Source: an optimization exercise on an open RTL-to-GDS flow (aim: small area and a short achievable clock period). Production flows keep margins and buffers that such runs may drop. No run shown here included a check of the RTL's function; only the layout flow was run. The clock port is modelled as an ideal driver; clocking choices that lean on that would not hold on a real chip. Power figures rest on the tool's default switching activity, not on a simulated workload.

**flow/config.mk**
```make
export PLATFORM = sky130hd
export DESIGN_NAME = gelu_lut_module
export DESIGN_NICKNAME = gelu_lut_module
export VERILOG_FILES = /design/flow/design.v
export SDC_FILE = /design/flow/constraint.sdc
export NUM_CORES = 4
export LEC_CHECK = 0
export ABC_AREA = 1
export CAP_MARGIN = 70
export CORE_MARGIN = 2
export CORE_UTILIZATION = 40
export SLEW_MARGIN = 70
```
**flow/standard.sh**
```bash
#!/bin/bash
# synth_recipe.tcl (not shown) runs the flow's synth.tcl, then flattens the netlist and writes it again
# the make line also repeats each setting of config.mk as NAME=value (left out here)
make -C /OpenROAD-flow-scripts/flow DESIGN_CONFIG=/design/flow/config.mk WORK_HOME=/design/flow/orfs CLKGATE_MAP_FILE= SYNTH_SCRIPT=/design/flow/synth_recipe.tcl "${@:-finish}"
```
**flow/design.v**
```verilog
`timescale 1ns / 1ps
module gelu_lut_module (
    input                       clk,
    input                       rst_n,
    input                       in_valid,
    input      signed [15:0]    in_data,
    output reg                  out_valid,
    output reg signed [10:0]    out_data
);
    reg         v1, s1;
    reg  [9:0]  m1;
    wire [5:0]  c;
    wire        bp;
    wire [9:0]  xa = in_data[9:0];
    wire [9:0]  lowor;
    genvar gi;
    generate for (gi = 0; gi < 10; gi = gi + 1) begin : g_or
        assign lowor[gi] = |xa[gi:0];
    end endgenerate
    wire [5:0]  pos_lo = s1 ? 6'd0 : m1[5:0];
    wire [4:0]  hi     = s1 ? 5'd0 : {1'b0, m1[9:6]};
    wire [5:0]  lo     = pos_lo - c;
    wire        b      = s1 ? (|m1[9:1]) : bp;
    always @(posedge clk or negedge rst_n)
        if (!rst_n) begin v1 <= 1'b0; out_valid <= 1'b0; end
        else begin v1 <= in_valid; out_valid <= v1; end
    always @(posedge clk) begin
        s1 <= in_data[10];
        m1 <= xa ^ ({10{in_data[10]}} & {lowor[8:0], 1'b0});
        out_data <= {b ? hi - 5'd1 : hi, lo};
    end
    gelu_c u_c (.a(m1), .y({bp, c}));
endmodule
module gelu_c (input [9:0] a, output [6:0] y);
  wire n18, n19, n20, n21, n22, n23, n24,
    n25, n26, n27, n28, n29, n30, n31, n32,
    n33, n34, n35, n36, n37, n38, n39, n40,
    n41, n42, n43, n44, n45, n46, n47, n48,
    n49, n50, n51, n52, n53, n54, n55, n56,
    n57, n58, n59, n60, n61, n62, n63, n64,
    n65, n66, n68, n69, n70, n71, n72, n73,
    n74, n75, n76, n77, n78, n79, n80, n81,
    n82, n84, n85, n86, n87, n88, n89, n90,
    n91, n92, n93, n95, n96, n97, n98, n99,
    n100, n101, n102, n103, n104, n105, n106,
    n107, n108, n109, n110, n111, n112, n113,
    n114, n115, n116, n117, n118, n119, n120,
    n121, n122, n123, n124, n125, n126, n127,
    n128, n129, n130, n131, n132, n133, n134,
    n136, n137, n138, n139, n140, n141, n142,
    n143, n144, n145, n146, n147, n148, n149,
    n150, n151, n152, n153, n154, n155, n156,
    n157, n158, n159, n160, n161, n162, n163,
    n164, n165, n166, n167, n168, n169, n170,
    n171, n172, n173, n174, n175, n176, n177,
    n178, n180, n181, n182, n183, n184, n185,
    n186, n187, n188, n189, n190, n191, n192,
    n193, n194, n195, n196, n197, n198, n199,
    n200, n201, n202, n203, n204, n205, n206,
    n207, n208, n209, n210, n211, n212, n213,
    n214, n215, n216, n217, n218, n219, n220,
    n221, n222, n223, n224, n225, n226, n227,
    n228, n229, n230, n231, n232, n233, n234,
    n235, n236, n237, n238, n239, n240, n241,
    n242, n243, n244, n245, n247, n248, n249,
    n250, n251, n252, n253, n254, n255, n256,
    n257, n258, n259, n260, n261, n262, n263,
    n264, n265, n266, n267, n268, n269, n270,
    n271, n272, n273, n274, n275, n276, n277,
    n278, n279, n280, n281, n282, n283, n284,
    n285, n286, n287, n288, n289, n290, n291,
    n292, n293, n294, n295, n296, n297, n298,
    n299, n300, n301, n302, n303, n304, n305,
    n306, n307, n308, n309, n310, n311, n312,
    n313, n314, n315, n316, n317, n318, n319,
    n320, n321, n322, n323, n324, n325, n326,
    n327, n328;
  assign n18 = ~a[5] & ~a[4];
  assign n19 = a[9] & n18;
  assign n20 = ~a[3] & ~a[2];
  assign n21 = a[1] & a[0];
  assign n22 = ~a[3] & ~n21;
  assign n23 = a[6] & ~n22;
  assign n24 = ~a[2] & ~n21;
  assign n25 = a[3] & ~n24;
  assign n26 = ~a[8] & ~a[7];
  assign n27 = ~n23 & n26;
  assign n28 = ~n25 & n27;
  assign n29 = ~n20 & ~n28;
  assign n30 = n19 & ~n29;
  assign n31 = a[8] & a[4];
  assign n32 = a[2] & a[1];
  assign n33 = a[3] & n32;
  assign n34 = n31 & n33;
  assign n35 = ~a[2] & ~a[1];
  assign n36 = ~a[4] & ~a[3];
  assign n37 = n35 & n36;
  assign n38 = ~a[8] & n37;
  assign n39 = a[5] & ~n38;
  assign n40 = a[6] & ~n34;
  assign n41 = ~n39 & n40;
  assign n42 = ~a[1] & ~a[0];
  assign n43 = a[2] & ~n42;
  assign n44 = ~a[3] & ~n43;
  assign n45 = ~a[4] & n44;
  assign n46 = a[5] & ~n45;
  assign n47 = a[8] & ~a[6];
  assign n48 = ~n46 & n47;
  assign n49 = ~a[7] & ~n41;
  assign n50 = ~n48 & n49;
  assign n51 = ~a[6] & n25;
  assign n52 = ~a[4] & ~n51;
  assign n53 = a[5] & ~n52;
  assign n54 = a[3] & ~n35;
  assign n55 = a[5] & n54;
  assign n56 = ~n31 & ~n55;
  assign n57 = a[6] & ~n56;
  assign n58 = ~n20 & ~n22;
  assign n59 = a[4] & n58;
  assign n60 = ~a[5] & ~n59;
  assign n61 = a[8] & ~n60;
  assign n62 = ~n53 & ~n57;
  assign n63 = ~n61 & n62;
  assign n64 = a[7] & ~n63;
  assign n65 = ~a[9] & ~n50;
  assign n66 = ~n64 & n65;
  assign y[6] = n30 | n66;
  assign n68 = a[8] & a[7];
  assign n69 = ~a[8] & ~a[6];
  assign n70 = ~a[3] & ~n32;
  assign n71 = a[4] & ~n70;
  assign n72 = ~a[5] & ~n71;
  assign n73 = ~a[8] & ~n72;
  assign n74 = ~a[2] & n22;
  assign n75 = a[4] & ~n74;
  assign n76 = ~a[5] & ~n75;
  assign n77 = a[8] & n76;
  assign n78 = a[6] & ~n73;
  assign n79 = ~n77 & n78;
  assign n80 = ~n69 & ~n79;
  assign n81 = ~a[7] & ~n80;
  assign n82 = ~a[9] & ~n68;
  assign y[5] = ~n81 & n82;
  assign n84 = ~a[4] & n74;
  assign n85 = a[5] & n69;
  assign n86 = ~n84 & n85;
  assign n87 = ~a[7] & ~n86;
  assign n88 = ~n79 & n87;
  assign n89 = a[8] & n60;
  assign n90 = a[6] & ~n89;
  assign n91 = ~n69 & ~n90;
  assign n92 = a[7] & ~n91;
  assign n93 = ~a[9] & ~n88;
  assign y[4] = ~n92 & n93;
  assign n95 = a[5] & a[4];
  assign n96 = a[3] & a[2];
  assign n97 = ~a[2] & ~n42;
  assign n98 = ~a[1] & ~n97;
  assign n99 = a[3] & ~n98;
  assign n100 = ~n96 & ~n99;
  assign n101 = n95 & ~n100;
  assign n102 = ~a[7] & n69;
  assign n103 = ~n101 & n102;
  assign n104 = a[9] & ~n103;
  assign n105 = ~a[3] & n35;
  assign n106 = a[4] & n105;
  assign n107 = a[5] & ~n106;
  assign n108 = ~n84 & n107;
  assign n109 = ~n54 & n108;
  assign n110 = a[5] & ~n36;
  assign n111 = ~n75 & n110;
  assign n112 = ~n18 & ~n111;
  assign n113 = ~n109 & n112;
  assign n114 = ~a[8] & ~n113;
  assign n115 = a[3] & n43;
  assign n116 = n18 & ~n115;
  assign n117 = a[8] & ~n116;
  assign n118 = ~a[6] & ~n117;
  assign n119 = ~n114 & n118;
  assign n120 = ~n79 & ~n119;
  assign n121 = ~a[7] & ~n120;
  assign n122 = a[4] & ~n105;
  assign n123 = ~a[5] & ~n122;
  assign n124 = a[8] & ~n123;
  assign n125 = ~a[8] & ~a[5];
  assign n126 = n20 & n42;
  assign n127 = ~a[4] & n126;
  assign n128 = n125 & n127;
  assign n129 = ~a[6] & ~n128;
  assign n130 = ~n124 & n129;
  assign n131 = ~n90 & ~n130;
  assign n132 = a[7] & ~n131;
  assign n133 = ~a[9] & ~n132;
  assign n134 = ~n121 & n133;
  assign y[3] = ~n104 & ~n134;
  assign n136 = ~n37 & ~n122;
  assign n137 = n19 & ~n136;
  assign n138 = a[5] & n122;
  assign n139 = n117 & ~n138;
  assign n140 = a[4] & n54;
  assign n141 = ~a[4] & ~n33;
  assign n142 = ~n105 & n141;
  assign n143 = ~n140 & ~n142;
  assign n144 = n108 & ~n143;
  assign n145 = n75 & n100;
  assign n146 = a[3] & ~n145;
  assign n147 = ~a[5] & ~n146;
  assign n148 = ~a[8] & ~n144;
  assign n149 = ~n147 & n148;
  assign n150 = ~n139 & ~n149;
  assign n151 = ~a[6] & ~n150;
  assign n152 = ~n76 & ~n138;
  assign n153 = a[8] & ~n152;
  assign n154 = ~a[4] & ~n58;
  assign n155 = n72 & ~n154;
  assign n156 = ~a[8] & ~n110;
  assign n157 = ~n155 & n156;
  assign n158 = a[6] & ~n157;
  assign n159 = ~n153 & n158;
  assign n160 = ~a[7] & ~n159;
  assign n161 = ~n151 & n160;
  assign n162 = n45 & n125;
  assign n163 = ~n61 & ~n162;
  assign n164 = a[6] & ~n163;
  assign n165 = a[5] & n75;
  assign n166 = ~n123 & ~n165;
  assign n167 = a[8] & ~n166;
  assign n168 = a[4] & n115;
  assign n169 = a[5] & n168;
  assign n170 = ~a[8] & ~n169;
  assign n171 = ~n128 & n170;
  assign n172 = ~a[6] & ~n167;
  assign n173 = ~n171 & n172;
  assign n174 = a[7] & ~n164;
  assign n175 = ~n173 & n174;
  assign n176 = ~a[9] & ~n175;
  assign n177 = ~n161 & n176;
  assign n178 = ~n104 & ~n137;
  assign y[2] = n177 | ~n178;
  assign n180 = ~a[4] & ~n96;
  assign n181 = a[5] & ~n180;
  assign n182 = ~n45 & n60;
  assign n183 = ~n181 & ~n182;
  assign n184 = a[8] & ~n183;
  assign n185 = ~a[5] & ~n45;
  assign n186 = ~a[8] & ~n185;
  assign n187 = a[4] & ~n44;
  assign n188 = a[5] & ~n187;
  assign n189 = n186 & ~n188;
  assign n190 = ~n184 & ~n189;
  assign n191 = a[6] & ~n190;
  assign n192 = a[8] & ~n136;
  assign n193 = ~n111 & n192;
  assign n194 = ~n76 & n170;
  assign n195 = n129 & ~n193;
  assign n196 = ~n194 & n195;
  assign n197 = a[7] & ~n196;
  assign n198 = ~n191 & n197;
  assign n199 = a[5] & ~n122;
  assign n200 = ~n127 & n199;
  assign n201 = n117 & ~n200;
  assign n202 = ~a[3] & ~n24;
  assign n203 = ~n32 & ~n202;
  assign n204 = ~a[4] & ~n203;
  assign n205 = a[4] & n20;
  assign n206 = ~n140 & ~n205;
  assign n207 = ~n204 & n206;
  assign n208 = a[5] & ~n207;
  assign n209 = ~a[4] & a[2];
  assign n210 = ~n32 & ~n100;
  assign n211 = n187 & ~n210;
  assign n212 = ~a[5] & ~n209;
  assign n213 = ~n211 & n212;
  assign n214 = ~a[8] & ~n208;
  assign n215 = ~n213 & n214;
  assign n216 = ~a[6] & ~n201;
  assign n217 = ~n215 & n216;
  assign n218 = ~n76 & ~n199;
  assign n219 = ~n84 & ~n218;
  assign n220 = a[8] & ~n219;
  assign n221 = ~a[0] & n36;
  assign n222 = a[2] & n221;
  assign n223 = ~a[5] & ~n222;
  assign n224 = ~n33 & ~n70;
  assign n225 = n223 & n224;
  assign n226 = ~a[8] & ~n111;
  assign n227 = ~n225 & n226;
  assign n228 = a[6] & ~n227;
  assign n229 = ~n220 & n228;
  assign n230 = ~a[7] & ~n229;
  assign n231 = ~n217 & n230;
  assign n232 = ~n198 & ~n231;
  assign n233 = ~a[9] & ~n232;
  assign n234 = ~a[5] & ~n25;
  assign n235 = ~n74 & n234;
  assign n236 = ~n76 & ~n235;
  assign n237 = ~n37 & ~n236;
  assign n238 = ~a[6] & ~n101;
  assign n239 = ~n237 & n238;
  assign n240 = ~a[5] & ~n168;
  assign n241 = a[6] & ~n240;
  assign n242 = a[9] & ~a[8];
  assign n243 = ~a[7] & n242;
  assign n244 = ~n241 & n243;
  assign n245 = ~n239 & n244;
  assign y[1] = n233 | n245;
  assign n247 = ~a[4] & a[1];
  assign n248 = ~n43 & n145;
  assign n249 = ~n59 & ~n248;
  assign n250 = ~n99 & ~n249;
  assign n251 = ~a[5] & ~n247;
  assign n252 = ~n250 & n251;
  assign n253 = n22 & ~n97;
  assign n254 = ~n43 & n54;
  assign n255 = ~n253 & ~n254;
  assign n256 = a[4] & n255;
  assign n257 = a[3] & n24;
  assign n258 = ~n202 & ~n253;
  assign n259 = ~n32 & ~n258;
  assign n260 = n141 & ~n257;
  assign n261 = ~n259 & n260;
  assign n262 = a[5] & ~n256;
  assign n263 = ~n261 & n262;
  assign n264 = ~a[6] & ~n263;
  assign n265 = ~n252 & n264;
  assign n266 = ~n32 & ~n35;
  assign n267 = ~n221 & n266;
  assign n268 = n223 & ~n267;
  assign n269 = ~a[4] & ~n115;
  assign n270 = ~n202 & n269;
  assign n271 = ~n145 & ~n270;
  assign n272 = a[5] & ~n271;
  assign n273 = a[6] & ~n268;
  assign n274 = ~n272 & n273;
  assign n275 = ~n265 & ~n274;
  assign n276 = ~a[8] & ~n275;
  assign n277 = a[6] & ~n235;
  assign n278 = ~n109 & n277;
  assign n279 = ~n105 & n269;
  assign n280 = n60 & ~n279;
  assign n281 = ~n255 & n270;
  assign n282 = ~n25 & n107;
  assign n283 = ~n281 & n282;
  assign n284 = ~a[6] & ~n280;
  assign n285 = ~n283 & n284;
  assign n286 = a[8] & ~n278;
  assign n287 = ~n285 & n286;
  assign n288 = ~n276 & ~n287;
  assign n289 = ~a[7] & ~n288;
  assign n290 = ~n44 & n141;
  assign n291 = n60 & ~n290;
  assign n292 = ~n126 & n180;
  assign n293 = ~n59 & ~n292;
  assign n294 = a[5] & ~n293;
  assign n295 = ~n291 & ~n294;
  assign n296 = a[8] & ~n295;
  assign n297 = ~n45 & ~n187;
  assign n298 = a[5] & ~n297;
  assign n299 = n186 & ~n298;
  assign n300 = ~n296 & ~n299;
  assign n301 = a[6] & ~n300;
  assign n302 = ~n96 & n165;
  assign n303 = ~n54 & ~n95;
  assign n304 = ~n105 & n303;
  assign n305 = ~n302 & ~n304;
  assign n306 = a[8] & ~n305;
  assign n307 = ~n99 & n292;
  assign n308 = ~n75 & ~n307;
  assign n309 = ~a[5] & ~n308;
  assign n310 = n170 & ~n309;
  assign n311 = ~a[6] & ~n306;
  assign n312 = ~n310 & n311;
  assign n313 = a[7] & ~n301;
  assign n314 = ~n312 & n313;
  assign n315 = ~n289 & ~n314;
  assign n316 = ~a[9] & ~n315;
  assign n317 = ~n142 & ~n236;
  assign n318 = ~a[4] & ~n54;
  assign n319 = a[5] & ~n318;
  assign n320 = ~n101 & n319;
  assign n321 = ~n317 & ~n320;
  assign n322 = ~a[6] & ~n321;
  assign n323 = n240 & ~n318;
  assign n324 = ~n165 & ~n323;
  assign n325 = a[6] & ~n324;
  assign n326 = a[9] & n26;
  assign n327 = ~n325 & n326;
  assign n328 = ~n322 & n327;
  assign y[0] = n316 | n328;
endmodule
```
**flow/constraint.sdc**
```tcl
create_clock -name core_clock -period 5.0 [get_ports {clk}]
set_input_delay 1.0000 -clock core_clock [delete_from_list [all_inputs] [get_ports {clk}]]
set_output_delay 1.0000 -clock core_clock [all_outputs]
set_load 0.01 [all_outputs]
```
**flow/flow/run.sh**
```bash
#!/bin/bash
set -euo pipefail
bash standard.sh ADDER_MAP_FILE= \
  "BUFFER_PORTS_ARGS=-buffer_cell sky130_fd_sc_hd__buf_1" \
  "CTS_ARGS=-sink_clustering_enable -repair_clock_nets -dont_use_dummy_load" \
  finish > run_make.log 2>&1
```
==> results of run 1 <==
cells in the final DEF, fill, tap and decap left out, drive strengths merged:
cell and instances:
dfrtp 2, nand2 169, nand3 40, a21oi 25, buf 26, nor3 1
xor2 5, clkbuf 3, a21o 1, a31oi 1, inv 41, xnor2 10
nor2 50, nand4 4, nand3b 2, o31ai 2, o21ai 18, a21boi 1
dfxtp 22, clkinv 4, o211ai 5, o311ai 2
Yosys cell counts, types with 4 or more instances:
cell type / n / share of area (%)
nand2_2: 14 / 3.7
inv_1: 38 / 6.0
nand2_4: 6 / 2.8
nand3_1: 37 / 7.7
xor2_1: 5 / 1.8
dfxtp_1: 22 / 18
buf_2: 7 / 1.5
nand4_1: 4 / 1.0
a21oi_1: 23 / 4.8
xnor2_1: 10 / 3.7
o21ai_0: 13 / 2.7
o211ai_1: 4 / 1.3
o21ai_1: 4 / 0.84
clkinv_1: 4 / 0.63
nor2_1: 46 / 7.2
nand2_1: 149 / 23
power groups by stage:
| stage | clock (mW) | sequential, mW | combinational, mW |
|---|---|---|---|
| 6_report | 0.109 | 0.273 | 0.393 |
| 5_1_grt | 0.121 | 0.279 | 0.450 |
| 4_1_cts | 0.115 | 0.272 | 0.389 |
| 3_5_place_dp | 0 | 0.277 | 0.388 |
| 3_3_place_gp | 0 | 0.275 | 0.387 |
| 2_1_floorplan | 0 | 0.264 | 0.311 |
routing by layer:
layer  track usage (%)  vias up  wire (um)
li1                  -     1365          -
met1              29.1     1177       3050
met2              35.2      107       2950
met3              3.11       14        421
met4              6.10        0        120
met5                 0        -          0
path summary, 6_finish.rpt:
check                                   end
worst max-delay path            out_data[5]
worst min-delay path              out_valid
worst max register to register  out_data[5]
worst min register to register    out_valid
max in group asynchronous         out_valid
min in group asynchronous                v1
layout make-up:
| type | count | area (um2) |
|---|---|---|
| fillers | 652 | 3300 |
| multi-input cells | 336 | 1650 |
| flip-flops and latches | 24 | 503 |
| inverters | 45 | 170 |
| repair buffers | 26 | 101 |
| well taps | 75 | 93.8 |
| clock buffers | 3 | 41.3 |
sequential cells by signal, summed over array words and instances (netlist names):
signal and flops:
m1 10, out_data 11, out_valid 1, s1 1, v1 1
critical path, delay by kind of cell, from the launching register on:
kind / cells / cell delay [ns]
AO/OA/AOI/OAI: 1 / 0.12
buffers and inverters: 2 / 0.23
flip-flops: 1 / 0.53
AND/OR/NAND/NOR: 15 / 1.46
stage by stage:
| stage | utilization (%) | cell area [um2] |
|---|---|---|
| 3_5_place_dp | 42.9 | 2510 |
| 4_1_cts | 43.6 | 2550 |
| 6_report | 43.7 | 2550 |
| 3_3_place_gp | 42.7 | 2500 |
| 5_1_grt | 43.7 | 2550 |
| 2_1_floorplan | - | 2390 |
kinds of logic (layout without fill, tap and decap cells):
family / count (synthesis) / in the layout
AOI/OAI and AO/OA: 55 / 55
xor gates and xnor gates: 15 / 15
and+or+nand+nor: 266 / 266
buffers and inverters: 59 / 74
DFF: 24 / 24
==> notes.md, run 1 <==
final total power 0.775 mW; Area Growth Syn to Fin 6.80%; critical path endpoint category flop; Avg Vias per Cell 5.23; Post-Syn Area per Cell 5.71 um2; Reg power frac 35.3%; synth unique cells 35; XOR/XNOR Fraction of Synth Area 5.49%; DRC viols 0; grt ovf 0; P_int 0.420 mW; Critical Path Start m1[3]; GRT Total Usage 21.5%; Hold Path Origin v1; Vias 2,663; hpwl dp 5.12 mm; Max Slew Vio Count 0; Slowest cell on crit path dfxtp_2; Post-Route WL 6.54 mm; CTS Buf Count 3; R2R cell count 18; CP Cell Sequence inv_2, nand2_1, nand3_2, nand2_2, nand2_1, o21ai_0, nand2_1, nand3_1, nand2_1, inv_1, nand2_2, nand3_2, nand2_1, nor2_1, nand3_1, nand3_1, nand2_1, nand2_1; Synth async-reset ratio 8.33%; Post-Synth Simple-Gate Area 49.8%; hold slack 0.370 ns; crit share post-route 47.7%; pin count of the biggest net entering global routing 24; final hold viol count 0; Post-CTS Hold Buffers 0; Max VDD drop 0.000154 V; CTS resizes 0; reg2reg start m1[3]; Critical Path Fanout Max 10; Synth Area in Adders 0%; CTS H-tree lvls 1; Worst EP arrival 2.61 ns; slowest stage delay, CP 0.53 ns; worst slew pin tran 0.413 ns; Final nets 455; run status finished clean; Min-Delay Path Class flop to flop; Compound-Gate Fraction of Synth Area 13.5%; largest family of logic cells by synthesized area simple AND/OR/NAND/NOR gates; Placed Cells incl. Taps 506; mux cell area share after synthesis 0%; Initial DRC Count 246; final cell count without fillers 509; f_max 0.419 GHz; Comb pwr share 50.7%; Ys Warns 1; Hold Crit Depth 0; most frequent cell on the critical path nand2_1; worst setup margin 2.62 ns; die area 0.00662 mm2; vias in the first global route 2,407; die width 81.3 um; pre-CTS setup slack 2.55 ns; Die Ht 81.3 um; mapped cell area 0.00239 mm2; leakage power 1.30 nW; Psw 0.355 mW; Final min period 2.38 ns; clk buf depth 2; layout cells sized above 1 10.4%; Maximum Capacitance Violations 0; Clock power frac 14.1%; WL/cell 12.9 um; P per Cell Area 303 mW/mm2; syn nets 438; postcts setup bufs 0; RSZ-0062 raised after global routing false; critical path data required time 5.22 ns; initial antenna violation count 0; FF+latch count, synth 24; root buffer selected by CTS clkbuf_8; Initial Util 40.9%; Worst R2R Setup Slack 2.62 ns; Clock Skew 0.0159 ns; switching share of power 45.8%; Port-buffer cells 25; Synth Instances 419; first-pass GRT wire length 11.1 mm; post-synthesis sequential area ratio 20.5%; Max transition margin 72.4%; Clock Latency Late Sink 0.27 ns; CTS tree done; Reg clk slew, reported paths 0.08 ns; Post-synth top flop dfxtp_1; number of synthesized flops with an enable pin 0; core box area 0.00585 mm2; Clock Sinks 24; antenna-violating nets left 0; global placement routability congestion 0.939; startpoint types flop; drt pass-1 iters 5; Crit Path Category flop to flop; # diodes 0; io pins 31; site row count 28; Final setup violation count 0; sum of negative setup slack 0 ns
==> run 2, diff against run 1 <==
--- a/flow/config.mk
+++ b/flow/config.mk
@@ -9,4 +9,5 @@
 export CAP_MARGIN = 70
 export CORE_MARGIN = 2
 export CORE_UTILIZATION = 40
+export SETUP_SLACK_MARGIN = 2.75
 export SLEW_MARGIN = 70
==> notes.md, run 2 <==
run status finished clean; CTS H-tree lvls 1; Vias 2,818; CP Cell Sequence nor2_8, nand2_8, nor2_4, inv_1, nand2_1, nand2_1, a21oi_2, nand2_1, nand2_2, nand2_4, nand2_2, nand2_2, nand2_4, inv_2, nand2_2, nand2_2, nand2_2, nand2_1, nand2_1, nand2_1; leakage power 1.44 nW; DRC viols 0; Synth Instances 419; Post-Route WL 7.26 mm; register with the most flip-flops out_data; syn nets 438; Crit Path Category flop to flop; Final setup violation count 0; core box area 0.00585 mm2; Post-synth top flop dfxtp_1; most common cell after layout, fill and taps aside nand2_1; Top delay family on crit path simple AND/OR/NAND/NOR gates; f_max 0.457 GHz; CTS Buf Count 3; Worst R2R Setup Slack 2.81 ns; final hold viol count 0; drt pass-1 iters 5; crit share post-route 43.8%; largest registers out_data (11), m1 (10); Finished Core Util 50.1%; slowest stage delay, CP 0.42 ns; Final nets 474; mapped cell area 0.00239 mm2; Port-buffer cells 25; Post-CTS Hold Buffers 0; global placement routability congestion 0.939; hpwl dp 5.12 mm; Clock Latency Late Sink 0.27 ns; first-pass GRT wire length 11.2 mm; top cell type's share of synthesized area 23.4%; post-synthesis sequential area ratio 20.5%; sum of negative setup slack 0 ns; cell accounting for the most synthesized area nand2_1; Clock Skew 0.0168 ns; number of synthesized flops with an enable pin 0; site row count 28; Area Growth Syn to Fin 22.6%; Avg Vias per Cell 5.34; Buf/Inv on CP 2; startpoint types flop; critical path endpoint category flop; Ys Warns 1; final instance area 0.00293 mm2; Clock Sinks 24; clk buf depth 2; Max VDD drop 0.000159 V; Maximum Capacitance Violations 0; # diodes 0; initial antenna violation count 0; P per Cell Area 296 mW/mm2; Max Slew Vio Count 0; final cell count without fillers 528; Initial DRC Count 239; commonest non-fill, non-tap cells in the layout nand2_1 (133), nor2_1 (40), inv_1 (34), nand3_1 (34), buf_1 (25); Multi-input gate area 0.00182 mm2; grt ovf 0; Reg clk slew, reported paths 0.09 ns; FF+latch count, synth 24; register area 517 um2; CTS tree done; root buffer selected by CTS clkbuf_8; Initial Util 40.9%; Slowest cell on crit path dfxtp_4; worst slew pin tran 0.386 ns; critical path data required time 5.18 ns; Critical Path Fanout Max 8; top cells by area, synth nand2_1 (23%), dfxtp_1 (18%), nand3_1 (7.7%); vias in the first global route 2,439; antenna-violating nets left 0; die area 0.00662 mm2; pin count of the biggest net entering global routing 24; Cell Area, Placed 0.00251 mm2; WL/cell 13.8 um; synth unique cells 35; RSZ-0062 raised after global routing true; io pins 31; Placed Cells incl. Taps 506; die width 81.3 um; layout cells sized above 1 22.7%; Final min period 2.19 ns; top cells by count, synth nand2_1 (149), nor2_1 (46), inv_1 (38); max FFs per register 11; Synth async-reset ratio 8.33%; count leader, synth nand2_1; Die Ht 81.3 um; GRT Total Usage 21.6%; Max transition margin 74.2%; fillcell total 614; Worst EP arrival 2.37 ns; Min-Delay Path Class flop to flop; Post-Syn Area per Cell 5.71 um2
## run 2: cell counts after synthesis
No cell type changed its count.
## run 2: where the power goes
part / internal [mW] / switching [mW]
logic: 0.181 / 0.302
registers: 0.233 / 0.0428
clock network: 0.0539 / 0.0568
total: 0.467 / 0.402
## run 2: through the flow
step,hold WS [ns],power (mW),worst slack [ns]
after floorplan,0.331,0.576,2.90
after global placement,0.333,0.663,2.16
after detailed placement,0.346,0.665,2.55
after CTS,0.379,0.785,2.75
after global routing,0.390,0.940,2.70
final,0.371,0.869,2.81
## run 2: timing repair
item                                    in CTS  in global routing
hold endpoints to repair                     0                  0
pin swaps                                    0                 19
setup buffers                                4                 14
endpoints found under the setup margin       4                  5
gates cloned                                 0                  1
resized for setup                            9                 57
## run 2: final timing paths
| path | start | endpoint | depth (start not counted) |
|---|---|---|---|
| setup / recovery | m1[3] | out_data[4] | 20 |
| hold / removal | v1 | out_valid | 0 |
| setup reg to reg | m1[3] | out_data[4] | 20 |
| hold reg to reg | v1 | out_valid | 0 |
| max in group asynchronous | rst_n | out_valid | 1 |
| min in group asynchronous | rst_n | v1 | 1 |
## run 2: layer usage
metal  GRT usage (%)  share of wire [%]  up-vias
met1            29.3                 43     1244
li1                -                  -     1405
met3            3.00                8.7       24
met2            35.2                 46      145
met5               0                  0        -
met4            6.61                3.0        0
## run 2: logic make-up after synthesis
family                 count (synthesis)  share of synthesized area, %
AO/OA/AOI/OAI                         55                          13.5
buffers and inverters                 59                          10.7
AND/OR/NAND/NOR                      266                          49.8
flip-flops                            24                          20.5
XOR/XNOR                              15                          5.49
## run 2: cell type report
class / count / share of cell area (%)
multi-input cells: 336 / 62.0
flip-flops and latches: 24 / 17.6
repair buffers: 45 / 9.34
inverters: 45 / 6.48
well taps: 75 / 3.20
clock buffers: 3 / 1.41
==> run 3, diff against run 2 <==
==> flow/flow/run.sh (replaced) <==
#!/bin/bash
set -euo pipefail
cts_args=$(cat flow/cts_args.txt)
bash standard.sh ADDER_MAP_FILE= \
  "BUFFER_PORTS_ARGS=-buffer_cell sky130_fd_sc_hd__buf_1" \
  "CTS_ARGS=$cts_args" \
  finish > run_make.log 2>&1
==> flow/flow/cts_args.txt (new file) <==
-buf_list sky130_fd_sc_hd__clkbuf_8 -root_buf sky130_fd_sc_hd__clkbuf_8 -dont_use_dummy_load
--- a/flow/config.mk
+++ b/flow/config.mk
@@ -9,5 +9,4 @@
 export CAP_MARGIN = 70
 export CORE_MARGIN = 2
 export CORE_UTILIZATION = 40
-export SETUP_SLACK_MARGIN = 2.75
 export SLEW_MARGIN = 70
==> notes.md, run 3 <==
run status finished clean; Final nets 455; top cell type's share of synthesized area 23.4%; number of synthesized flops with an enable pin 0; CTS resizes 0; die width 81.3 um; DRC viols 0; antenna-violating nets left 0; crit share post-route 47.7%; Avg Vias per Cell 5.23; startpoint types flop; pre-CTS setup slack 2.55 ns; Final min period 2.38 ns; f_max 0.419 GHz; critical path endpoint category flop; layout cells sized above 1 10.4%; final instance area 0.00255 mm2; Max transition margin 72.4%; most common cell after layout, fill and taps aside nand2_1; vias in the first global route 2,407; Vias 2,663; Post-Route WL 6.54 mm; largest registers out_data (11), m1 (10); Max Slew Vio Count 0; Top delay family on crit path simple AND/OR/NAND/NOR gates; final hold viol count 0; sum of negative setup slack 0 ns; GRT Total Usage 21.5%; synth unique cells 35; post-synthesis sequential area ratio 20.5%; WL/cell 12.9 um; # diodes 0; CTS tree done; Placed Cells incl. Taps 506; Slowest cell on crit path dfxtp_2; io pins 31; Initial DRC Count 246; drt pass-1 iters 5; commonest non-fill, non-tap cells in the layout nand2_1 (149), nor2_1 (46), inv_1 (38); Clock Latency Late Sink 0.27 ns; count leader, synth nand2_1; Worst EP arrival 2.61 ns; Synth Instances 419; Port-buffer cells 25; FF+latch count, synth 24; worst setup margin 2.62 ns; Reg clk slew, reported paths 0.08 ns; P per Cell Area 303 mW/mm2; final cell count without fillers 509; Ys Warns 1; initial antenna violation count 0; Critical Path Fanout Max 10; leakage power 1.30 nW; fillcell total 652; Final setup violation count 0; slowest stage delay, CP 0.53 ns; grt ovf 0; CTS Buf Count 3; Post-CTS Hold Buffers 0; postcts setup bufs 0; Worst R2R Setup Slack 2.62 ns; syn nets 438; worst slew pin tran 0.413 ns; Synth async-reset ratio 8.33%; register with the most flip-flops out_data; global placement routability congestion 0.939; max FFs per register 11; Clock Skew 0.0159 ns; root buffer selected by CTS clkbuf_8; die area 0.00662 mm2; top cells by area, synth nand2_1 (23%), dfxtp_1 (18%), nand3_1 (7.7%); Max VDD drop 0.000154 V; CP Cell Sequence inv_2, nand2_1, nand3_2, nand2_2, nand2_1, o21ai_0, nand2_1, nand3_1, nand2_1, inv_1, nand2_2, nand3_2, nand2_1, nor2_1, nand3_1, nand3_1, nand2_1, nand2_1; pin count of the biggest net entering global routing 24; most frequent cell on the critical path nand2_1; top cells by count, synth nand2_1 (149), nor2_1 (46), inv_1 (38); mapped cell area 0.00239 mm2; critical path data required time 5.22 ns; site row count 28; clk buf depth 2; Post-synth top flop dfxtp_1; cell accounting for the most synthesized area nand2_1; Cell Area, Placed 0.00251 mm2; Initial Util 40.9%; Clock Sinks 24; Area Growth Syn to Fin 6.80%; first-pass GRT wire length 11.1 mm; core box area 0.00585 mm2; Min-Delay Path Class flop to flop; CTS H-tree lvls 1; Buf/Inv on CP 2; hpwl dp 5.12 mm; RSZ-0062 raised after global routing false; Crit Path Category flop to flop; Die Ht 81.3 um; Maximum Capacitance Violations 0; Post-Syn Area per Cell 5.71 um2
run 3: logic make-up after synthesis:
logic type,Yosys count,share of synthesized area (%)
AOI/OAI and AO/OA,55,13.5
xor gates and xnor gates,15,5.49
buffers and inverters,59,10.7
and+or+nand+nor,266,49.8
DFF,24,20.5
run 3: final timing paths:
check,startpoint,endpoint,depth (start not counted)
min in group asynchronous,rst_n,v1,1
max in group asynchronous,rst_n,out_valid,1
min,v1,out_valid,0
max reg2reg,m1[3],out_data[5],18
min reg2reg,v1,out_valid,0
max,m1[3],out_data[5],18
run 3: worst register-to-register path: cells and delay by family, from the launching register on:
kind / cells / cell delay [ns]
AO/OA/AOI/OAI: 1 / 0.12
AND/OR/NAND/NOR: 15 / 1.46
buffers and inverters: 2 / 0.23
flip-flops: 1 / 0.53
run 3: through the flow:
| step | hold slack (ns) | total power, mW | utilization (%) |
|---|---|---|---|
| floorplan | 0.331 | 0.576 | - |
| global placement | 0.333 | 0.663 | 42.7 |
| finish | 0.370 | 0.775 | 43.7 |
| CTS | 0.379 | 0.777 | 43.6 |
| detailed placement | 0.346 | 0.665 | 42.9 |
| global route | 0.390 | 0.851 | 43.7 |
run 3: layer usage:
metal / vias up / wire [um] / track usage [%]
met4: 0 / 120 / 6.10
met1: 1177 / 3050 / 29.1
met5: - / 0 / 0
li1: 1365 / - / -
met2: 107 / 2950 / 35.2
met3: 14 / 421 / 3.11
run 3: cell type report:
class	instances	area, um2	area share, %
multi-input cells	336	1650	64.4
flip-flops and latches	24	503	19.7
inverters	45	170	6.66
repair buffers	26	101	3.97
well taps	75	93.8	3.67
clock buffers	3	41.3	1.62
run 3: power breakdown:
part / total [mW] / switching, mW / internal [mW] / leakage, nW
clock network: 0.109 / 0.0553 / 0.0538 / 0.0216
registers: 0.273 / 0.0414 / 0.232 / 0.209
logic: 0.393 / 0.259 / 0.134 / 1.07
==> run 4, diff against run 3 <==
--- a/flow/design.v
+++ b/flow/design.v
@@ -5,7 +5,7 @@
     input                       in_valid,
     input      signed [15:0]    in_data,
     output reg                  out_valid,
-    output reg signed [10:0]    out_data
+    output     signed [10:0]    out_data
 );
     reg         v1, s1;
     reg  [9:0]  m1;
@@ -21,13 +21,16 @@
     wire [4:0]  hi     = s1 ? 5'd0 : {1'b0, m1[9:6]};
     wire [5:0]  lo     = pos_lo - c;
     wire        b      = s1 ? (|m1[9:1]) : bp;
+    wire [4:0]  y_hi   = b ? hi - 5'd1 : hi;
+    reg  [9:0]  q;
+    assign out_data = {q[9] & q[8], q};
     always @(posedge clk or negedge rst_n)
         if (!rst_n) begin v1 <= 1'b0; out_valid <= 1'b0; end
         else begin v1 <= in_valid; out_valid <= v1; end
     always @(posedge clk) begin
         s1 <= in_data[10];
         m1 <= xa ^ ({10{in_data[10]}} & {lowor[8:0], 1'b0});
-        out_data <= {b ? hi - 5'd1 : hi, lo};
+        q <= {y_hi[3:0], lo};
     end
     gelu_c u_c (.a(m1), .y({bp, c}));
 endmodule
==> flow/flow/run.sh (replaced) <==
#!/bin/bash
set -euo pipefail
bash standard.sh ADDER_MAP_FILE= \
  "BUFFER_PORTS_ARGS=-buffer_cell sky130_fd_sc_hd__buf_1" \
  "CTS_ARGS=-sink_clustering_enable -repair_clock_nets -dont_use_dummy_load" \
  finish > run_make.log 2>&1
removed: flow/flow/cts_args.txt
==> notes.md, run 4 <==
startpoint types flop; R2R cell count 19; most frequent cell on the critical path nand2_1; Post-Syn Area per Cell 5.45 um2; hpwl dp 5.01 mm; Die Ht 79.5 um; Hold Path Origin v1; io pins 31; top cells by count, synth nand2_1 (160), nor2_1 (41), nand3_1 (39); slowest stage delay, CP 0.52 ns; largest registers m1 (10), q (10); Hold Crit Depth 0; pin count of the biggest net entering global routing 25; RSZ-0062 raised after global routing false; critical path endpoint category flop; layout cells sized above 1 5.79%; worst slew pin tran 0.403 ns; DRC viols 0; most common cell after layout, fill and taps aside nand2_1; Reg clk slew, reported paths 0.08 ns; fillcell total 587; Final min period 2.57 ns; crit share post-route 51.3%; Slowest cell on crit path dfxtp_2; postcts setup bufs 0; count leader, synth nand2_1; vias in the first global route 2,485; Min-Delay Path Class flop to flop; antenna-violating nets left 0; Port-buffer cells 25; register area 480 um2; GRT Total Usage 22.0%; die area 0.00632 mm2; mapped cell area 0.00228 mm2; Clock Skew 0.00910 ns; reg2reg start m1[3]; Reg power frac 35.1%; Max transition margin 73.0%; CP Cell Sequence inv_1, nor2_1, nand2_1, nand2_1, nand2_1, nand2_1, nand2_1, nand2_1, nor2_1, a21oi_1, nand2_1, nand2_1, nand2_1, nand2_2, nand2_1, nand2_1, nand2_1, nand3_1, nand2_1; switching share of power 46.4%; Buf/Inv on CP 1; grt ovf 0; root buffer selected by CTS clkbuf_8; Final nets 453; Maximum Capacitance Violations 0; Max Slew Vio Count 0; top cells by area, synth nand2_1 (26%), dfxtp_1 (18%), nand3_1 (8.6%); critical path depth 19; Avg Vias per Cell 5.33; top cell type's share of synthesized area 26.4%; critical path data required time 5.16 ns; Initial DRC Count 443; Clock power frac 14.9%; R2R Path End q[4]; Initial Util 41.4%; Psw 0.349 mW; CTS Buf Count 3; WL/cell 13.1 um; Clock Latency Late Sink 0.27 ns; clk buf depth 2; Area Growth Syn to Fin 6.92%; P per Cell Area 309 mW/mm2; Post-synth top flop dfxtp_1; final hold viol count 0; synth unique cells 34; Post-CTS Hold Buffers 0; FF+latch count, synth 23; first-pass GRT wire length 11.1 mm; syn nets 437; leakage power 1.26 nW; initial antenna violation count 0; Vias 2,686; Clock Sinks 23; core box area 0.00551 mm2; Top delay family on crit path simple AND/OR/NAND/NOR gates; Synth async-reset ratio 8.70%; P_int 0.404 mW; commonest non-fill, non-tap cells in the layout nand2_1 (160), nor2_1 (41), nand3_1 (39); CTS tree done; # diodes 0; run status finished clean; WHS Endpoint out_valid; die width 79.5 um; Post-Route WL 6.61 mm; global placement routability congestion 0.979; sum of negative setup slack 0 ns; post-synthesis sequential area ratio 20.6%; Synth Instances 418; CTS H-tree lvls 1; drt pass-1 iters 5; Crit Path Category flop to flop; Critical Path Fanout Max 10; CTS resizes 0; Multi-input gate area 0.00155 mm2; Worst R2R Setup Slack 2.43 ns; Ys Warns 1; Final setup violation count 0; number of synthesized flops with an enable pin 0; Comb pwr share 50.0%; Max VDD drop 0.000139 V; final total power 0.753 mW; Worst EP arrival 2.73 ns; f_max 0.390 GHz; cell accounting for the most synthesized area nand2_1; site row count 27
==> run 4: cell count changes in the layout (fill, tap and decap cells not counted), moves of 3 or more <==
cell,delta
nand2_1,+11
nand2_2,-9
o21ai_0,+9
nand2_4,-6
nor2_1,-5
a21oi_1,+3
==> run 4: stage by stage <==
| stage | hold slack [ns] | setup slack, ns | util [%] | area, um2 | instances |
|---|---|---|---|---|---|
| 3_5_place_dp | 0.347 | 2.49 | 43.5 | 2390 | 501 |
| 6_report | 0.361 | 2.43 | 44.2 | 2440 | 504 |
| 4_1_cts | 0.367 | 2.46 | 44.2 | 2440 | 504 |
| 3_3_place_gp | 0.337 | 2.20 | 43.3 | 2380 | 501 |
| 2_1_floorplan | 0.331 | 2.90 | - | 2280 | 418 |
| 5_1_grt | 0.379 | 2.11 | 44.2 | 2440 | 504 |
==> run 4: power by group through the flow <==
stage,combinational [mW],sequential [mW],clock [mW]
after CTS,0.372,0.264,0.116
after global routing,0.431,0.269,0.122
after floorplan,0.293,0.254,0
after global placement,0.371,0.266,0
after detailed placement,0.370,0.268,0
final,0.377,0.264,0.113
==> run 4: layout make-up <==
cell class	instances	share of cell area [%]
Multi-Input combinational cell	334	63.5
Sequential cell	23	19.7
Inverter	46	7.19
Timing Repair Buffer	26	4.16
Tap cell	72	3.70
Clock buffer	3	1.69
==> run 4: worst max path at each step <==
stage                     slack (ns)  endpoint  startpoint
after CTS                       2.46      q[4]       m1[3]
after global placement          2.20      q[5]       m1[4]
final                           2.43      q[4]       m1[3]
after floorplan                 2.90     m1[9]  in_data[1]
after global routing            2.11      q[4]       m1[1]
after detailed placement        2.49      q[4]       m1[3]
==> run 4: metal layers <==
metal | wire (um) | track usage, %
met5 | 0 | 0
met4 | 289 | 9.31
met3 | 545 | 3.62
met2 | 2900 | 35.3
met1 | 2870 | 29.1
==> run 4: kinds of logic (layout without fill, tap and decap cells) <==
kind of cell | after synthesis | in the layout | synth area share (%)
AO/OA/AOI/OAI | 60 | 60 | 14.4
XOR/XNOR | 14 | 14 | 5.38
buffers and inverters | 61 | 75 | 11.4
flip-flops | 23 | 23 | 20.6
AND/OR/NAND/NOR | 260 | 260 | 48.2
==> run 5, diff against run 4 <==
--- a/flow/config.mk
+++ b/flow/config.mk
@@ -9,4 +9,6 @@
 export CAP_MARGIN = 70
 export CORE_MARGIN = 2
 export CORE_UTILIZATION = 40
+export SETUP_SLACK_MARGIN = 2.75
 export SLEW_MARGIN = 70
+export TNS_END_PERCENT = 5
==> notes.md, run 5 <==
count leader, synth nand2_1; commonest non-fill, non-tap cells in the layout nand2_1 (124), inv_1 (36), nor2_1 (33), nand3_1 (33), nand2_2 (26); Clock Skew 0.00610 ns; pin count of the biggest net entering global routing 25; GRT Total Usage 22.4%; grt ovf 0; global placement routability congestion 0.979; Crit Path Category flop to flop; clk buf depth 2; Initial DRC Count 423; Max Slew Vio Count 0; worst setup margin 2.77 ns; largest registers m1 (10), q (10); die width 79.5 um; Max transition margin 76.6%; FF+latch count, synth 23; crit share post-route 44.7%; top cells by count, synth nand2_1 (160), nor2_1 (41), nand3_1 (39); cell accounting for the most synthesized area nand2_1; startpoint types flop; Area Growth Syn to Fin 28.8%; DRC viols 0; run status finished clean; Final min period 2.23 ns; Die Ht 79.5 um; synth unique cells 34; Clock Sinks 23; root buffer selected by CTS clkbuf_8; antenna-violating nets left 0; Synth async-reset ratio 8.70%; syn nets 437; P per Cell Area 299 mW/mm2; layout cells sized above 1 23.6%; Final nets 475; critical path data required time 5.16 ns; Maximum Capacitance Violations 0; final hold viol count 0; critical path endpoint category flop; Synth Instances 418; Initial Util 41.4%; Worst EP arrival 2.39 ns; Clock Latency Late Sink 0.27 ns; sum of negative setup slack 0 ns; Post-Syn Area per Cell 5.45 um2; Port-buffer cells 25; pre-CTS setup slack 2.49 ns; site row count 27; die area 0.00632 mm2; vias in the first global route 2,533; CTS Buf Count 3; Post-Route WL 7.29 mm; hpwl dp 5.01 mm; Final setup violation count 0; CTS H-tree lvls 1; post-synthesis sequential area ratio 20.6%; Max VDD drop 0.000160 V; initial antenna violation count 0; top cells by area, synth nand2_1 (26%), dfxtp_1 (18%), nand3_1 (8.6%); mapped cell area 0.00228 mm2; Ys Warns 1; top cell type's share of synthesized area 26.4%; leakage power 1.45 nW; CTS tree done; Avg Vias per Cell 5.39; # diodes 0; io pins 31; most common cell after layout, fill and taps aside nand2_1; Critical Path Fanout Max 6; number of synthesized flops with an enable pin 0; drt pass-1 iters 5; Post-CTS Hold Buffers 0; first-pass GRT wire length 11.3 mm; Post-synth top flop dfxtp_1; Vias 2,837; Reg clk slew, reported paths 0.08 ns; WL/cell 13.9 um; RSZ-0062 raised after global routing true; f_max 0.447 GHz; core box area 0.00551 mm2; Min-Delay Path Class flop to flop; worst slew pin tran 0.346 ns
==> run 5: cell count changes in the layout (fill, tap and decap cells not counted), moves of 8 or more <==
cell and change:
buf_4 +17, nor2_1 -8, nand2_2 +21, nand2_4 +15, nand2_1 -36
==> run 5: routing by layer <==
layer | vias up | track usage, % | wire, um
met1 | 1241 | 29.0 | 3000
met3 | 32 | 3.73 | 604
met5 | - | 0 | 0
met4 | 0 | 9.14 | 239
met2 | 155 | 36.8 | 3440
li1 | 1409 | - | -
==> run 5: timing repair <==
action	CTS	global route
resized for setup	22	86
setup endpoints to repair	5	5
setup buffers	4	18
endpoints found under the hold margin	0	0
pin swaps	1	28
==> run 5: area by class of cell <==
class                      count  area [um2]
tap                           72        90.1
sequential                    23         495
multi-input combinational    334        1830
timing repair buffer          48         294
fill                         538        2570
clock buffer                   3        41.3
inverter                      46         188
==> run 5: worst max-delay path: stages, from the launching register on <==
cell and delay, ns:
dfxtp_4 0.42, nor2_8 0.21, buf_6 0.14, nand3_2 0.09, nor2_2 0.18, nor2_2 0.06, nand3_1 0.08, nand2_1 0.06
inv_1 0.06, nand2_1 0.06, nand2_2 0.09, nand2_4 0.07, nand2_2 0.07, nand2_2 0.05, nand2_2 0.08, inv_1 0.04
nand2_1 0.06, nand2_2 0.07, buf_4 0.13, xnor2_1 0.11
==> run 5: worst paths after layout <==
check	from	end	slack (ns)	cells after the start
worst max-delay path	m1[2]	q[2]	2.77	19
worst min-delay path	v1	out_valid	0.36	0
worst max register to register	m1[2]	q[2]	2.77	19
worst min register to register	v1	out_valid	0.36	0
max in group asynchronous	rst_n	out_valid	4.38	1
min in group asynchronous	rst_n	v1	0.50	1
==> run 5: per-stage QoR <==
stage	instances	hold slack [ns]	util, %	instance area [um2]	power, mW
detailed placement	501	0.347	43.5	2390	0.638
global placement	501	0.337	43.3	2380	0.637
finish	526	0.361	53.3	2940	0.877
floorplan	418	0.331	-	2280	0.547
CTS	508	0.367	45.6	2510	0.765
global route	526	0.379	53.3	2940	0.945
==> run 5: cell families after synthesis <==
logic type | synth area share [%]
flip-flops | 20.6
AO/OA/AOI/OAI | 14.4
XOR/XNOR | 5.38
AND/OR/NAND/NOR | 48.2
buffers and inverters | 11.4
==> run 5: where the power goes <==
group	internal, mW	switching (mW)	leakage (nW)
Sequential	0.223	0.0411	0.202
Combinational	0.190	0.311	1.23
Clock	0.0539	0.0583	0.0216
==> run 6, diff against run 5 <==
--- a/flow/design.v
+++ b/flow/design.v
@@ -5,7 +5,7 @@
     input                       in_valid,
     input      signed [15:0]    in_data,
     output reg                  out_valid,
-    output     signed [10:0]    out_data
+    output reg signed [10:0]    out_data
 );
     reg         v1, s1;
     reg  [9:0]  m1;
@@ -21,16 +21,13 @@
     wire [4:0]  hi     = s1 ? 5'd0 : {1'b0, m1[9:6]};
     wire [5:0]  lo     = pos_lo - c;
     wire        b      = s1 ? (|m1[9:1]) : bp;
-    wire [4:0]  y_hi   = b ? hi - 5'd1 : hi;
-    reg  [9:0]  q;
-    assign out_data = {q[9] & q[8], q};
     always @(posedge clk or negedge rst_n)
         if (!rst_n) begin v1 <= 1'b0; out_valid <= 1'b0; end
         else begin v1 <= in_valid; out_valid <= v1; end
     always @(posedge clk) begin
         s1 <= in_data[10];
         m1 <= xa ^ ({10{in_data[10]}} & {lowor[8:0], 1'b0});
-        q <= {y_hi[3:0], lo};
+        out_data <= {b ? hi - 5'd1 : hi, lo};
     end
     gelu_c u_c (.a(m1), .y({bp, c}));
 endmodule
==> flow/flow/run.sh (replaced) <==
#!/bin/bash
set -euo pipefail
args=()
while IFS= read -r line || [[ -n "$line" ]]; do
  [[ -z "$line" || "$line" == \#* ]] && continue
  args+=("$line")
done < flow/make_args.txt
bash standard.sh "${args[@]}" finish > run_make.log 2>&1
==> flow/flow/make_args.txt (new file) <==
ADDER_MAP_FILE=
BUFFER_PORTS_ARGS=-buffer_cell sky130_fd_sc_hd__buf_1
CTS_ARGS=-sink_clustering_enable -repair_clock_nets -dont_use_dummy_load
--- a/flow/config.mk
+++ b/flow/config.mk
@@ -9,6 +9,6 @@
 export CAP_MARGIN = 70
 export CORE_MARGIN = 2
 export CORE_UTILIZATION = 40
-export SETUP_SLACK_MARGIN = 2.75
+export SETUP_SLACK_MARGIN = 2.6
 export SLEW_MARGIN = 70
 export TNS_END_PERCENT = 5
==> notes.md, run 6 <==
top cell type's share of synthesized area 23.4%; pin count of the biggest net entering global routing 24; Post-synth top flop dfxtp_1; Worst R2R Setup Slack 2.79 ns; worst slew pin tran 0.383 ns; Critical Path Fanout Max 6; # diodes 0; Avg Vias per Cell 5.30; most common cell after layout, fill and taps aside nand2_1; Crit Path Category flop to flop; CTS Buf Count 3; Initial DRC Count 216; DRC viols 0; syn nets 438; Post-Syn Area per Cell 5.71 um2; top cells by count, synth nand2_1 (149), nor2_1 (46), inv_1 (38); RSZ-0062 raised after global routing true; f_max 0.452 GHz; Post-CTS Hold Buffers 0; commonest non-fill, non-tap cells in the layout nand2_1 (145), nor2_1 (43), nand3_1 (37); leakage power 1.35 nW; Clock Skew 0.0164 ns; startpoint types flop; max FFs per register 11; Post-Route WL 6.79 mm; mapped cell area 0.00239 mm2; Final min period 2.21 ns; Max transition margin 74.5%; top cells by area, synth nand2_1 (23%), dfxtp_1 (18%), nand3_1 (7.7%); Maximum Capacitance Violations 0; Vias 2,757; P per Cell Area 299 mW/mm2; critical path data required time 5.17 ns; CTS tree done; Port-buffer cells 25; WL/cell 13.1 um; FF+latch count, synth 24; run status finished clean; Ys Warns 1; site row count 28; hpwl dp 5.12 mm; layout cells sized above 1 15.7%; die width 81.3 um; Worst EP arrival 2.39 ns; CTS H-tree lvls 1; crit share post-route 44.3%; Hold Path Origin v1; Clock Latency Late Sink 0.27 ns; Critical Path Start m1[2]; Synth Instances 419; count leader, synth nand2_1; reg2reg start m1[2]; Max Slew Vio Count 0; root buffer selected by CTS clkbuf_8; clk buf depth 2; GRT Total Usage 21.5%; sum of negative setup slack 0 ns; register with the most flip-flops out_data; number of synthesized flops with an enable pin 0; Final setup violation count 0; Area Growth Syn to Fin 12.6%; die area 0.00662 mm2; Multi-input gate area 0.00167 mm2; Die Ht 81.3 um; post-synthesis sequential area ratio 20.5%; final total power 0.805 mW; final hold viol count 0; Synth async-reset ratio 8.33%; Clock Sinks 24; synth unique cells 35; cell accounting for the most synthesized area nand2_1; initial antenna violation count 0; Final nets 466; core box area 0.00585 mm2; drt pass-1 iters 5; largest registers out_data (11), m1 (10); antenna-violating nets left 0; first-pass GRT wire length 11.1 mm; critical path endpoint category flop; register area 512 um2; global placement routability congestion 0.939; Finished Core Util 46.0%; grt ovf 0; Min-Delay Path Class flop to flop; vias in the first global route 2,407; Reg clk slew, reported paths 0.08 ns; fillcell total 640; Max VDD drop 0.000154 V; io pins 31; Initial Util 40.9%
-- run 6: logic make-up after synthesis --
family,Yosys count,share of synthesized area (%)
buffers and inverters,59,10.7
AO/OA/AOI/OAI,55,13.5
AND/OR/NAND/NOR,266,49.8
flip-flops,24,20.5
XOR/XNOR,15,5.49
-- run 6: timing repair --
| action | in CTS | in global routing |
|---|---|---|
| pin swaps | 0 | 0 |
| resized for setup | 1 | 21 |
| endpoints found under the hold margin | 0 | 0 |
| endpoints found under the setup margin | 2 | 4 |
| setup buffers | 0 | 11 |
-- run 6: layer usage --
metal	GRT usage, %	part of all wire [%]
met2	35.2	46
met5	0	0
met3	3.11	7.6
met1	29.1	44
met4	6.10	2.9
-- run 6: stage by stage --
step / instances / hold WS (ns) / area (um2) / setup WS [ns]
after floorplan: 419 / 0.331 / 2390 / 2.90
after global placement: 506 / 0.333 / 2500 / 2.16
after detailed placement: 506 / 0.346 / 2510 / 2.55
after CTS: 509 / 0.379 / 2550 / 2.64
after global routing: 520 / 0.390 / 2690 / 2.59
final: 520 / 0.369 / 2690 / 2.79
-- run 6: worst paths after layout --
kind	depth (start not counted)	to
max	20	out_data[4]
min	0	out_valid
max reg2reg	20	out_data[4]
min reg2reg	0	out_valid
max in group asynchronous	1	out_valid
min in group asynchronous	1	v1
-- run 6: worst max-delay path: stages (launching register included) --
cell	delay, ns
dfxtp_4	0.39
clkbuf_2	0.17
buf_4	0.17
nand2_4	0.09
nand2_2	0.10
a21oi_1	0.17
o21ai_1	0.09
nand2_1	0.07
nand2_1	0.04
nand2_1	0.07
nand2_1	0.08
nand2_1	0.11
nand3_2	0.12
nand2_2	0.12
inv_1	0.04
nand2_1	0.06
nand2_2	0.06
nand2_2	0.07
nand2_1	0.05
nand2_1	0.05
nand2_1	0.04
-- run 6: layout make-up --
class | count | area share [%]
clock buffer | 3 | 1.53
sequential | 24 | 19.0
timing repair buffer | 37 | 6.88
inverter | 45 | 7.02
multi-input combinational | 336 | 62.1
tap | 75 | 3.49
-- run 6: where the power goes --
part | switching [mW] | internal [mW] | total (mW)
combinational | 0.272 | 0.150 | 0.422
clock | 0.0559 | 0.0538 | 0.110
sequential | 0.0404 | 0.232 | 0.273
==> run 7, diff against run 6 <==
--- a/flow/config.mk
+++ b/flow/config.mk
@@ -9,6 +9,6 @@
 export CAP_MARGIN = 70
 export CORE_MARGIN = 2
 export CORE_UTILIZATION = 40
-export SETUP_SLACK_MARGIN = 2.6
+export SETUP_SLACK_MARGIN = 2.7
 export SLEW_MARGIN = 70
 export TNS_END_PERCENT = 5
==> notes.md, run 7 <==
largest registers out_data (11), m1 (10); number of synthesized flops with an enable pin 0; crit share post-route 44.2%; Final setup violation count 0; global placement routability congestion 0.939; Worst R2R Setup Slack 2.79 ns; commonest non-fill, non-tap cells in the layout nand2_1 (137), nor2_1 (40), nand3_1 (35), inv_1 (35), buf_1 (25); Post-synth top flop dfxtp_1; Post-Route WL 7.24 mm; FF+latch count, synth 24; Critical Path Start m1[3]; f_max 0.453 GHz; Initial DRC Count 232; Final min period 2.21 ns; leakage power 1.41 nW; count leader, synth nand2_1; sum of negative setup slack 0 ns; io pins 31; root buffer selected by CTS clkbuf_8; Worst EP arrival 2.38 ns; most common cell after layout, fill and taps aside nand2_1; Initial Util 40.9%; Synth async-reset ratio 8.33%; top cell type's share of synthesized area 23.4%; Clock Skew 0.0158 ns; Crit Path Category flop to flop; layout cells sized above 1 20.8%; Ys Warns 1; post-synthesis sequential area ratio 20.5%; Max Slew Vio Count 0; P per Cell Area 297 mW/mm2; Die Ht 81.3 um; # diodes 0; max FFs per register 11; critical path data required time 5.17 ns; Port-buffer cells 25; site row count 28; final total power 0.847 mW; WL/cell 13.7 um; Worst Setup EP out_data[4]; Buf/Inv on CP 0; RSZ-0062 raised after global routing true; grt ovf 0; R2R Path End out_data[4]; CP Cell Sequence nor2_8, nand2_8, nor2_4, nor2_2, nand2_1, nand3_1, nand2_1, nor2_1, a21oi_1, nand2_1, nand2_2, nand2_2, nand2_4, nand2_1, nand2_2, nand2_2, nand3_1, nand2_1; hpwl dp 5.12 mm; top cells by area, synth nand2_1 (23%), dfxtp_1 (18%), nand3_1 (7.7%); syn nets 438; R2R cell count 18; Critical Path Fanout Max 8; Max VDD drop 0.000157 V; top cells by count, synth nand2_1 (149), nor2_1 (46), inv_1 (38); register with the most flip-flops out_data; CTS H-tree lvls 1; Slowest cell on crit path dfxtp_4; pre-CTS setup slack 2.55 ns; DRC viols 0; Max transition margin 74.3%; worst setup margin 2.79 ns; most frequent cell on the critical path nand2_1; Area Growth Syn to Fin 19.3%; Maximum Capacitance Violations 0; Clock Sinks 24; reg2reg start m1[3]; Synth Instances 419; hold slack 0.370 ns; GRT Total Usage 21.5%; synth unique cells 35; antenna-violating nets left 0; Avg Vias per Cell 5.39; Reg clk slew, reported paths 0.08 ns; Top delay family on crit path simple AND/OR/NAND/NOR gates; final hold viol count 0; initial antenna violation count 0; Clock Latency Late Sink 0.27 ns; mapped cell area 0.00239 mm2; drt pass-1 iters 5; first-pass GRT wire length 11.2 mm; CTS tree done; Vias 2,848; cell accounting for the most synthesized area nand2_1; worst slew pin tran 0.384 ns; die width 81.3 um; run status finished clean; Post-Syn Area per Cell 5.71 um2; CTS Buf Count 3; Final nets 474; startpoint types flop; core box area 0.00585 mm2; clk buf depth 2; critical path depth 18; slowest stage delay, CP 0.40 ns; die area 0.00662 mm2; Min-Delay Path Class flop to flop; critical path endpoint category flop; Hold Crit Depth 0; pin count of the biggest net entering global routing 24; vias in the first global route 2,413
run 7: cell counts after synthesis:
Identical to the previous run, type by type.
run 7: power breakdown:
group	leakage (nW)	switching [mW]	internal [mW]
Combinational	1.18	0.295	0.171
Sequential	0.211	0.0392	0.232
Clock	0.0216	0.0558	0.0538
Total	1.41	0.390	0.457
run 7: worst min-delay path by stage:
stage | from | end | slack (ns)
3_5_place_dp | v1 | out_valid | 0.35
4_1_cts | v1 | out_valid | 0.38
6_report | v1 | out_valid | 0.37
5_1_grt | v1 | out_valid | 0.39
2_1_floorplan | v1 | out_valid | 0.33
3_3_place_gp | v1 | out_valid | 0.33
run 7: logic make-up after synthesis:
kind of cell,share of synthesized area [%]
AOI/OAI and AO/OA,13.5
xor gates and xnor gates,5.49
buffers and inverters,10.7
DFF,20.5
and+or+nand+nor,49.8
run 7: metrics by stage:
step / area [um2] / cells / utilization [%]
6_report: 2850 / 528 / 48.8
5_1_grt: 2850 / 528 / 48.8
4_1_cts: 2560 / 509 / 43.8
3_5_place_dp: 2510 / 506 / 42.9
3_3_place_gp: 2500 / 506 / 42.7
2_1_floorplan: 2390 / 419 / -
run 7: cell type report:
| class | count | area (um2) |
|---|---|---|
| inverters | 45 | 191 |
| flip-flops and latches | 24 | 515 |
| repair buffers | 45 | 256 |
| well taps | 75 | 93.8 |
| multi-input cells | 336 | 1760 |
| clock buffers | 3 | 41.3 |
| fillers | 629 | 3000 |
run 7: what timing repair did:
item | in CTS | in global routing
hold endpoints to repair | 0 | 0
pin swaps | 0 | 9
setup buffers | 0 | 19
hold buffers | 0 | 0
resized for setup | 5 | 45
setup endpoints to repair | 4 | 5
run 7: metal layers:
layer / global-route usage [%] / routed length (um) / up-vias
met2: 34.8 / 3280 / 151
met5: 0 / 0 / -
met1: 29.1 / 3070 / 1269
met3: 3.22 / 618 / 27
li1: - / - / 1401
met4: 6.95 / 261 / 0
==> run 8, diff against run 7 <==
==> flow/flow/make_args.txt (replaced) <==
ADDER_MAP_FILE=
BUFFER_PORTS_ARGS=-buffer_cell sky130_fd_sc_hd__buf_1
CTS_ARGS=-sink_clustering_enable -repair_clock_nets -dont_use_dummy_load
SETUP_MOVE_SEQUENCE=unbuffer,sizeup,swap
==> notes.md, run 8 <==
run status finished clean; Post-Route WL 6.61 mm; commonest non-fill, non-tap cells in the layout nand2_1 (139), nor2_1 (43), inv_1 (36); hpwl dp 5.12 mm; clk buf depth 2; largest registers out_data (11), m1 (10); register area 508 um2; Die Ht 81.3 um; Max VDD drop 0.000158 V; CTS Buf Count 3; Top delay family on crit path simple AND/OR/NAND/NOR gates; top cells by count, synth nand2_1 (149), nor2_1 (46), inv_1 (38); fillcell total 646; most common cell after layout, fill and taps aside nand2_1; core box area 0.00585 mm2; critical path endpoint category flop; layout cells sized above 1 15.4%; final total power 0.803 mW; FF+latch count, synth 24; Max transition margin 72.1%; Clock Skew 0.0167 ns; P per Cell Area 302 mW/mm2; initial antenna violation count 0; Hold Path Origin v1; antenna-violating nets left 0; sum of negative setup slack 0 ns; die area 0.00662 mm2; leakage power 1.31 nW; hold slack 0.370 ns; root buffer selected by CTS clkbuf_8; drt pass-1 iters 5; top cells by area, synth nand2_1 (23%), dfxtp_1 (18%), nand3_1 (7.7%); Min-Delay Path Class flop to flop; Buf/Inv on CP 2; grt ovf 0; P_int 0.430 mW; synth unique cells 35; CTS tree done; Clock Latency Late Sink 0.27 ns; Crit Path Category flop to flop; DRC viols 0; worst slew pin tran 0.419 ns; Clock power frac 13.7%; RSZ-0062 raised after global routing true; Avg Vias per Cell 5.30; Placed Cells incl. Taps 506; Post-Syn Area per Cell 5.71 um2; Post-CTS Hold Buffers 0; Max Slew Vio Count 0; Final setup violation count 0; Final nets 455; slowest stage delay, CP 0.51 ns; CP Cell Sequence clkinvlp_4, nand2_2, inv_2, nand2_1, nand2_1, nand2_1, nand2_1, nand2_1, nand2_2, a21oi_2, nand2_1, nand2_1, nand2_2, nand2_4, nand2_1, nand2_2, nand2_2, nand3_1, nand2_1; number of synthesized flops with an enable pin 0; crit share post-route 46.1%; startpoint types flop; Comb pwr share 52.1%; Post-synth top flop dfxtp_1; final cell count without fillers 509; cell accounting for the most synthesized area nand2_1; Initial Util 40.9%; max FFs per register 11; global placement routability congestion 0.939; first-pass GRT wire length 11.2 mm; reg2reg start m1[4]; Critical Path Fanout Max 16; Slowest cell on crit path dfxtp_4; syn nets 438; Vias 2,696; Reg power frac 34.3%; switching share of power 46.4%; WL/cell 13.0 um; vias in the first global route 2,413; mapped cell area 0.00239 mm2; Final min period 2.30 ns; Maximum Capacitance Violations 0; Reg clk slew, reported paths 0.09 ns; CTS H-tree lvls 1; most frequent cell on the critical path nand2_1; register with the most flip-flops out_data; Psw 0.372 mW; die width 81.3 um; # diodes 0; count leader, synth nand2_1; f_max 0.434 GHz; site row count 28; Critical Path Start m1[4]; io pins 31; post-synthesis sequential area ratio 20.5%; Ys Warns 1; Port-buffer cells 25; Initial DRC Count 209; critical path data required time 5.17 ns; GRT Total Usage 21.5%; top cell type's share of synthesized area 23.4%; Multi-input gate area 0.00173 mm2; postcts setup bufs 0; Area Growth Syn to Fin 10.9%; final hold viol count 0; Clock Sinks 24; Synth Instances 419; pin count of the biggest net entering global routing 24; Synth async-reset ratio 8.33%; Worst EP arrival 2.48 ns
[run 8: per-layer routing]
layer	track usage, %	vias to the layer above	share of wire (%)
met1	29.1	1209	45
met4	6.95	0	2.0
li1	-	1367	-
met2	34.8	104	46
met5	0	-	0
met3	3.22	16	6.9
[run 8: power groups by stage]
stage / clock network (mW) / registers (mW) / logic (mW)
floorplan: 0 / 0.264 / 0.311
global placement: 0 / 0.275 / 0.387
detailed placement: 0 / 0.277 / 0.388
CTS: 0.115 / 0.273 / 0.390
global route: 0.121 / 0.281 / 0.476
finish: 0.110 / 0.275 / 0.418
[run 8: metrics by stage]
| step | util (%) | setup WS [ns] | instance area [um2] |
|---|---|---|---|
| after floorplan | - | 2.90 | 2390 |
| after global placement | 42.7 | 2.16 | 2500 |
| after detailed placement | 42.9 | 2.55 | 2510 |
| after CTS | 43.8 | 2.71 | 2560 |
| after global routing | 45.4 | 2.53 | 2650 |
| final | 45.4 | 2.70 | 2650 |
[run 8: timing repair]
action | in CTS | in global routing
pin swaps | 0 | 9
resized for setup | 5 | 26
setup endpoints to repair | 4 | 5
[run 8: cells by family after synthesis]
| logic type | Yosys count | synth area share (%) |
|---|---|---|
| DFF | 24 | 20.5 |
| AOI/OAI and AO/OA | 55 | 13.5 |
| xor gates and xnor gates | 15 | 5.49 |
| and+or+nand+nor | 266 | 49.8 |
| buffers and inverters | 59 | 10.7 |
[run 8: worst paths after layout]
path	to	slack, ns	cells after the start
min in group asynchronous	v1	0.49	1
min	out_valid	0.37	0
max	out_data[4]	2.70	19
max reg2reg	out_data[4]	2.70	19
max in group asynchronous	out_valid	4.39	1
min reg2reg	out_valid	0.37	0
[run 8: final cells by class]
class,count,area share [%]
inverter,45,6.88
sequential,24,19.1
multi-input combinational,336,65.1
timing repair buffer,26,3.82
clock buffer,3,1.56
tap,75,3.54

-- port drivers added, routing unchanged --
How much do the figures lean on ideal ports? The routed layouts below were timed once more, with nothing changed but the port constraints. Step 1 assumes that a clkbuf_16 drives the clock port and a buf_2 every other input. Step 2, shift: input delay + t, output delay - t, t = (earliest + latest rising clock arrival at the registers) / 2. This alone moves slack from input paths to output paths. Slacks: no drivers / after step 1 / after step 2; pairs: no drivers / after step 1.
| run | shift t [ns] | slack for setup (ns) | clock arrival spread, ns | slew at the worst register clock pin (ns) |
|---|---|---|---|---|
| run 1 | 0.289 | 2.615 / 2.615 / 2.615 | 0.016 / 0.016 | 0.08 / 0.08 |
| run 2 | 0.292 | 2.809 / 2.809 / 2.749 | 0.016 / 0.017 | 0.09 / 0.09 |
| run 3 | 0.289 | 2.615 / 2.615 / 2.615 | 0.016 / 0.016 | 0.08 / 0.08 |
| run 4 | 0.292 | 2.435 / 2.435 / 2.435 | 0.009 / 0.010 | 0.08 / 0.08 |
| run 5 | 0.290 | 2.765 / 2.765 / 2.684 | 0.006 / 0.007 | 0.08 / 0.08 |
| run 6 | 0.290 | 2.785 / 2.785 / 2.675 | 0.016 / 0.017 | 0.08 / 0.08 |
| run 7 | 0.290 | 2.790 / 2.790 / 2.674 | 0.016 / 0.016 | 0.08 / 0.08 |
| run 8 | 0.289 | 2.696 / 2.696 / 2.676 | 0.017 / 0.017 | 0.09 / 0.09 |
After both steps every run listed still meets setup and hold. For run 7, which loses most, drivers alone change the setup slack by 0.000 ns; drivers and shift together by -0.116 ns.
